Context: an optimization exercise on an open-source flow, tuned for small area, a short achievable clock period and few clock cycles per item. The choices shown serve that exercise and are no tape-out recipe. Only the layout flow was run in this run; the RTL was not checked for function there.

## config.mk

```make
export PLATFORM = sky130hd
export DESIGN_NAME = SIMON_64128
export DESIGN_NICKNAME = SIMON_64128
export VERILOG_FILES = /design/flow/design.v
export SDC_FILE = /design/flow/constraint.sdc
export NUM_CORES = 4
export LEC_CHECK = 0
export CAP_MARGIN = 20
export CORE_MARGIN = 2
export CORE_UTILIZATION = 40
export SETUP_SLACK_MARGIN = 2.6
export SLEW_MARGIN = 20
```

## constraint.sdc

```tcl
create_clock -name core_clock -period 6.0 [get_ports {clk}]
set_input_delay 1.2000 -clock core_clock [delete_from_list [all_inputs] [get_ports {clk}]]
set_output_delay 1.2000 -clock core_clock [all_outputs]
set_load 0.01 [all_outputs]
```

## design.v

```verilog
module SIMON_function
#(	parameter N = 32		)
 (	input logic [N-1:0] in,
	output logic [N-1:0] out	);
always_comb
begin
	out = ({in[N-2:0], in[N-1]} & {in[N-9:0], in[N-1:N-8]}) ^ {in[N-3:0], in[N-1:N-2]};
end
endmodule
module SIMON_round
#(	parameter N = 32		)
 (	input logic [2*N-1:0] block,
	input logic [N-1:0] key,
	output logic [2*N-1:0] out	);
logic [N-1:0] f;
SIMON_function #(N) func(.in(block[2*N-1:N]), .out(f));
always_comb
begin
	out[N-1:0] = block[2*N-1:N];
	out[2*N-1:N] = block[N-1:0] ^ key ^ f;
end
endmodule
module SIMON_keyexpansion
#(	parameter N = 32		)
 (	input logic [N-1:0] far, k1, k3,
	input logic zb,
	output logic [N-1:0] out		);
logic [N-1:0] t;
always_comb
begin
	t = {k1[2:0], k1[N-1:3]} ^ k3;
	t = t ^ {t[0], t[N-1:1]};
	out = ~far ^ t ^ {{(N-1){1'b0}}, zb} ^ 'd3;
end
endmodule
module SIMON_control
#(	parameter N = 32	)
 (	input logic clk, nR,
	input logic newData, newKey,
	input logic enc_dec, readData,
	input logic [2*N-1:0] plain,
	input logic [4*N-1:0] key,
	output logic ldData, ldKey,
	output logic doneData, doneKey,
	output logic [2*N-1:0] cipher	);
localparam logic [61:0] z = 62'b11110000101100111001010001001000000111101001100011010111011011;
localparam int LAST = 10;
logic run;		 
logic [3:0] cnt;	 
logic last;		 
logic stw;		 
logic par;		 
logic ks;		 
logic act;		 
logic pend;		 
logic kvalid;	 
logic enc;		 
logic [2*N-1:0] P, C;
logic [3:0][N-1:0] A, B;
logic goKey, goData, start, fin;
logic run_n, last_n, stw_n, par_n, ks_n, act_n, pend_n, kvalid_n, enc_n;
logic doneKey_n, doneData_n;
logic [3:0] cnt_n;
assign goKey = newKey && ldKey;
assign goData = newData && ldData;
logic [4:0][2*N-1:0] r;
logic [3:0][N-1:0] rk;
always_comb
	for(int i=0; i<4; i++)
		rk[i] = enc ? A[i] : B[3-i];
assign r[0] = P;
genvar g;
generate
	for(g=0; g<4; g++)
	begin : rounds
		SIMON_round #(N) rd(.block(r[g]), .key(rk[g]), .out(r[g+1]));
	end
endgenerate
logic [7:0][N-1:0] af, bb;
logic [3:0] za, zbk;
function automatic logic zc(input int i);
	zc = (i >= 0 && i < 62) ? z[i] : 1'b0;
endfunction
always_comb
	for(int i=0; i<4; i++)
	begin
		za[i] = zc(4*cnt + i);
		zbk[i] = zc(39 - 4*cnt - i);
	end
assign af[3:0] = A;
assign bb[7:4] = B;
generate
	for(g=0; g<4; g++)
	begin : ksteps
		SIMON_keyexpansion #(N) kf(.far(af[g]), .k1(af[g+3]), .k3(af[g+1]), .zb(za[g]), .out(af[g+4]));
		SIMON_keyexpansion #(N) kb(.far(bb[7-g]), .k1(bb[6-g]), .k3(bb[4-g]), .zb(zbk[g]), .out(bb[3-g]));
	end
endgenerate
assign fin = last && !stw && !(act && doneData);
always_comb
begin
	run_n = run;
	cnt_n = cnt;
	stw_n = 1'b0;
	par_n = par;
	ks_n = 1'b0;
	act_n = act;
	pend_n = pend;
	kvalid_n = kvalid;
	doneKey_n = doneKey || goKey;
	doneData_n = doneData && !readData;
	start = 1'b0;		 
	if(run)
	begin
		if(!last)	cnt_n = cnt + 4'd1;
		else if(fin)
		begin
			run_n = 1'b0;
			par_n = 1'b0;
			kvalid_n = 1'b1;
			act_n = 1'b0;
			if(act)	doneData_n = 1'b1;
			start = 1'b1;
		end
		else	stw_n = !stw;
	end
	else if(ks)
	begin
		par_n = 1'b0;
		start = 1'b1;
	end
	else
	begin
		par_n = !par;
		start = par;
	end
	if(goKey)
	begin
		kvalid_n = 1'b0;
		ks_n = 1'b1;
		start = 1'b0;
	end
	if(goData)	pend_n = 1'b1;
	enc_n = ldData ? enc_dec : enc;
	if(start && pend_n)
	begin
		run_n = 1'b1;
		cnt_n = 'b0;
		act_n = enc_n || kvalid_n;
		pend_n = !act_n;
	end
	last_n = run_n && (cnt_n == LAST);
end
always_ff @(posedge clk, negedge nR)
begin
	if(~nR)
	begin
		run <= 1'b0;
		cnt <= 'b0;
		last <= 1'b0;
		stw <= 1'b0;
		par <= 1'b0;
		ks <= 1'b0;
		act <= 1'b0;
		pend <= 1'b0;
		kvalid <= 1'b0;
		enc <= 1'b0;
		doneKey <= 1'b0;
		doneData <= 1'b0;
		ldKey <= 1'b0;
		ldData <= 1'b0;
	end
	else
	begin
		run <= run_n;
		cnt <= cnt_n;
		last <= last_n;
		stw <= stw_n;
		par <= par_n;
		ks <= ks_n;
		act <= act_n;
		pend <= pend_n;
		kvalid <= kvalid_n;
		enc <= enc_n;
		doneKey <= doneKey_n;
		doneData <= doneData_n;
		ldKey <= !pend_n && !ks_n && (!run_n || (last_n && !stw_n && act_n && !doneData_n));
		ldData <= doneKey_n && !pend_n && ((!run_n && (ks_n || par_n)) || (last_n && !stw_n && act_n && !doneData_n));
	end
end
always_ff @(posedge clk)
begin
	if(ldData)	P <= enc_dec ? plain : {plain[N-1:0], plain[2*N-1:N]};
	else if(run && act && !last)	P <= r[4];
	if(fin && act)	C <= enc ? r[4] : {r[4][N-1:0], r[4][2*N-1:N]};
end
assign cipher = C;
always_ff @(posedge clk)
begin
	if(goKey)	B <= key;
	else if(run && !last)
	begin
		if(kvalid)	B <= bb[3:0];
	end
	else if(!ks)	B <= A;
end
always_ff @(posedge clk)
begin
	if(run && !last)	A <= af[7:4];
	else	A <= B;
end
endmodule
module SIMON_64128
#(	parameter N = 32,
	parameter M = 4		)
 (	input logic clk, nR,
	input logic newData, newKey,
	input logic enc_dec, readData,
	input logic [2*N-1:0] plain,
	input logic [M-1:0][N-1:0] key,
	output logic ldData, ldKey,
	output logic doneData, doneKey,
	output logic [2*N-1:0] cipher	);
SIMON_control #(N) control(.*);
endmodule
```

## flow/run.sh

```bash
#!/bin/bash
# The standard layout (standard.sh, unchanged synthesis and steps), except that
# the port buffers placement inserts on every input and output are plain
# buffers (buf_2) instead of the delay cells buffer_ports picks by default;
# timing repair may still resize them.
set -euo pipefail
export BUFFER_PORTS_ARGS="-buffer_cell sky130_fd_sc_hd__buf_2"
bash standard.sh > standard.log 2>&1
```

## standard.sh

```bash
#!/bin/bash
# synth_recipe.tcl (not shown) runs the flow's synth.tcl, then flattens the netlist and writes it again
# the make line also repeats each setting of config.mk as NAME=value (left out here)
make -C /OpenROAD-flow-scripts/flow DESIGN_CONFIG=/design/flow/config.mk WORK_HOME=/design/flow/orfs CLKGATE_MAP_FILE= SYNTH_SCRIPT=/design/flow/synth_recipe.tcl "${@:-finish}"
```

==> summary.txt <==
Yosys cell counts, types with 65 or more instances:
master / count / share of area
clkbuf_1: 184 / 0.020
dfxtp_1: 128 / 0.075
xor2_1: 263 / 0.067
o21ai_0: 257 / 0.038
mux2_2: 65 / 0.021
a21oi_1: 74 / 0.011
mux2i_1: 227 / 0.066
nand2_1: 433 / 0.048
xnor3_1: 240 / 0.16
nor2_1: 100 / 0.011
xnor2_1: 540 / 0.14
edfxtp_1: 256 / 0.22
per-stage QoR:
stage / setup TNS (ns) / std cells / hold slack (ns)
3_3_place_gp: 0 / 4368 / 0.463
5_1_grt: 0 / 4645 / 0.484
4_1_cts: 0 / 4562 / 0.481
2_1_floorplan: -213.40 / 3179 / 0.451
6_report: 0 / 4645 / 0.478
3_5_place_dp: 0 / 4368 / 0.468
cell families after synthesis:
logic type,count (synthesis)
XOR/XNOR,1120
AO/OA/AOI/OAI,438
AND/OR/NAND/NOR,665
multiplexers,294
adder cells (fa/ha/maj),7
buffers and inverters,254
flip-flops,401
per-layer routing:
layer  vias to the layer above  part of all wire
li1                      11400                 -
met1                     12600              0.42
met2                      1225              0.45
met3                       216             0.096
met4                         4             0.040
met5                         -           0.00021
worst max-delay path by stage:
stage                      startpoint            end  cells past startpoint
final                     control.enc  control.C[45]                     10
after detailed placement  control.enc  control.P[40]                      9
after floorplan           control.run   control.B[0]                      5
after CTS                 control.enc  control.P[39]                     10
after global placement    control.enc  control.P[40]                      9
after global routing      control.enc  control.C[45]                     12
what timing repair did:
item,CTS,global route
pin swaps,44,53
cloned,7,1
hold buffers,0,0
gates resized for setup,330,200
setup endpoints to repair,141,117
buffers inserted,92,82
layout make-up:
| class | instances | area, um^2 | share of cell area |
|---|---|---|---|
| Clock buffer | 75 | 1430 | 0.0340 |
| Clock inverter | 20 | 148 | 0.00352 |
| Inverter | 10 | 42.5 | 0.00101 |
| Multi-Input combinational cell | 2524 | 24900 | 0.594 |
| Sequential cell | 401 | 10700 | 0.255 |
| Tap cell | 1144 | 1430 | 0.0341 |
| Timing Repair Buffer | 471 | 3300 | 0.0786 |
worst reg2reg max path: stages (launching register included):
cell     delay [ns]
dfrtp_4        0.42
buf_12         0.18
buf_12         0.15
buf_16         0.19
mux2i_1        0.66
xnor2_2        0.21
xnor3_1        0.45
and3_2         0.30
nor4_4         0.31
xnor3_2        0.53
mux2i_1        0.16
flip-flops by register name (all words and copies together) (netlist names):
| signal | cells |
|---|---|
| control.cnt | 4 |
| control.C | 64 |
| control.stw | 1 |
| control.last | 1 |
| control.par | 1 |
| control.P | 64 |
| control.run | 1 |
| control.A | 128 |
| control.pend | 1 |
| control.B | 128 |
| control.act | 1 |
| control.kvalid | 1 |
| control.doneKey | 1 |
| control.ks | 1 |
| control.enc | 1 |
| control.ldKey | 1 |
| control.ldData | 1 |
| control.doneData | 1 |
==> summary.md <==
| Metric | Value |
|---|---|
| Run status | `complete, no violations` |
| Mapped cell area | `approximately 0.034 mm^2` |
| Setup violators final | `0` |
| Pin count of the biggest net entering global routing | `roughly 130` |
| Most common cell after layout, fill and taps aside | `xnor2_1` |
| Worst endpoint required time | `about 6.5 ns` |
| Worst-path maximum fanout | `14` |
| Simple-gate share of the synthesized area | `0.0826` |
| Seq/Total Area, Yosys | `0.312` |
| RSZ-0062 raised after global routing | `yes` |
| N_diodes | `0` |
| Buf/Inv on CP | `3` |
| Hold Path Depth | `1` |
| Cts bufs inserted | `52` |
| Clock buffer depth | `3` |
| Critical path startpoint category | `flop` |
| Met3 usage in global routing | `0.0681` |
| F_max | `269 MHz` |
| Busiest layer in global routing | `met2` |
| Post-synthesis mux area share | `0.0891` |
| Pre-CTS WS | `0.910 ns` |
| Cell count after synthesis | `3,179` |
| Post-Syn Nets | `3,384` |
| Most frequent cells in the layout | `xnor2_1 (490), nand2_1 (432), buf_2 (266), edfxtp_1 (256), o21ai_0 (246)` |
| CP Capture Type | `flop` |
| Flops & latches, synth | `~400` |
| Worst path slowest cell | `mux2i_1` |
| CTS clk-pin slew, worst paths | `about 0.060 ns` |
| R2R Setup Slk | `roughly 2.3 ns` |
| Syn. warnings | `4` |
| Top-level port count | `about 270` |
| Largest family of logic cells by synthesized area | `XOR/XNOR gates` |
| Fin area | `roughly 0.042 mm^2` |
| Via density | `~5.5` |
| Worst hold endpoint | `control.par` |
| 1st-pass router iterations | `5` |
| R2R cell count | `10` |
| Core Region | `about 0.085 mm^2` |
| Crit path kind | `flop to flop` |
| Met1 Track Usage GR | `0.395` |
| Detailed placer's ending HPWL | `slightly below 100,000 um` |
| Placed inst area | `0.0362 mm^2` |
| Fin crit period | `roughly 3.7 ns` |
| Global placer's final weighted congestion | `1.01` |
| Critical path data arrival time | `between 4 and 5 ns` |
| 1st-iter DRT viols | `2,679` |
| Fraction of layout cells with a size suffix above 1 | `0.290` |
| Die width | `between 200 and 300 um` |
| Adder-cell share of the synthesized area | `0.00256` |
| Period utilization | `0.619` |
| Final Hold Fails | `0` |
| GRT met2 Usage | `0.454` |
| MaxCap Viol Count | `0` |
| Complex-gate fraction of the synthesized area | `0.0710` |
| Worst-margin pin slew | `between 0.9 and 1 ns` |
| Final Max Slew Viols | `0` |
| Post-synth ARST share | `0.0424` |
| R2R Path Start | `control.enc` |
| Total congestion overflow | `0` |
| Mean post-synth cell area | `10.8 um^2` |
| IO Port Bufs | `about 270` |
| EDFF count, synth | `roughly 260` |
| Initial Util | `0.402` |
| Cell Chain, Critical Path | `buf_12 > buf_12 > buf_16 > mux2i_1 > xnor2_2 > xnor3_1 > and3_2 > nor4_4 > xnor3_2 > mux2i_1` |
| Antenna violations before repair | `2` |
| Vias in the first global route | `between 20,000 and 25,000` |
| Setup WS post-layout | `between 2 and 2.5 ns` |
| Standard-cell rows | `approximately 110` |
| Area delta synth->final | `22.7%` |
| First-pass GRT wire length | `between 150,000 and 200,000 um` |
| Util after Layout | `0.494` |
| Full die area | `0.0879 mm^2` |
| Crit-path leading delay family | `XOR/XNOR gates` |
| Post-Synth XOR/XNOR Area | `0.411` |
| HP Class | `flop to flop` |
| Root Buffer | `clkbuf_16` |
| Synth unique cells | `59` |
| Residual DRC count | `0` |
| Most used DFF post-synth | `edfxtp_1` |
| CTS sink count | `between 400 and 500` |
| Hold path start | `control.par` |
| Routed Antenna Nets | `0` |
| Via count | `between 20,000 and 30,000` |
| DRT Wirelength | `around 130,000 um` |
| R2R Path End | `control.C[45]` |
| Post-layout net count | `between 3,000 and 4,000` |
| CTS tree | `yes` |
| GR Util All Layers | `0.291` |
| Final Skew | `around 0.025 ns` |
| Fillers | `around 7,700` |
| Die Y | `roughly 300 um` |
| Drt wl/cell | `28.0 um` |
| Worst-skew pair later-pin latency | `about 0.62 ns` |
| H-tree levels | `2` |
| Slowest stage delay, CP | `about 0.65 ns` |
| Slew margin rel. | `0.376` |

==> re-timing with driven ports <==
Ports are ideal in the flow. The routed layout listed here was re-timed in OpenROAD.
Step 1: set_driving_cell puts a clkbuf_16 on clk and a buf_2 on each other input, an assumption about the parent block.
Step 2 adds t to the input delays and takes it off the output delays; t is the mean of the earliest and latest rising clock arrival at the registers after step 1. Input paths then give back, and output paths get back, about the clock's delay inside the block.
a / b / c = ideal / step 1 / step 2; a / b = the first two.
t (ns): 0.681
setup WS [ns]: 2.284 / 2.284 / 2.284
pins driven straight from the clock port: 1
After both steps setup and hold are still met in this run. For this run, drivers alone change the setup slack by 0.000 ns; drivers and shift together by 0.000 ns.
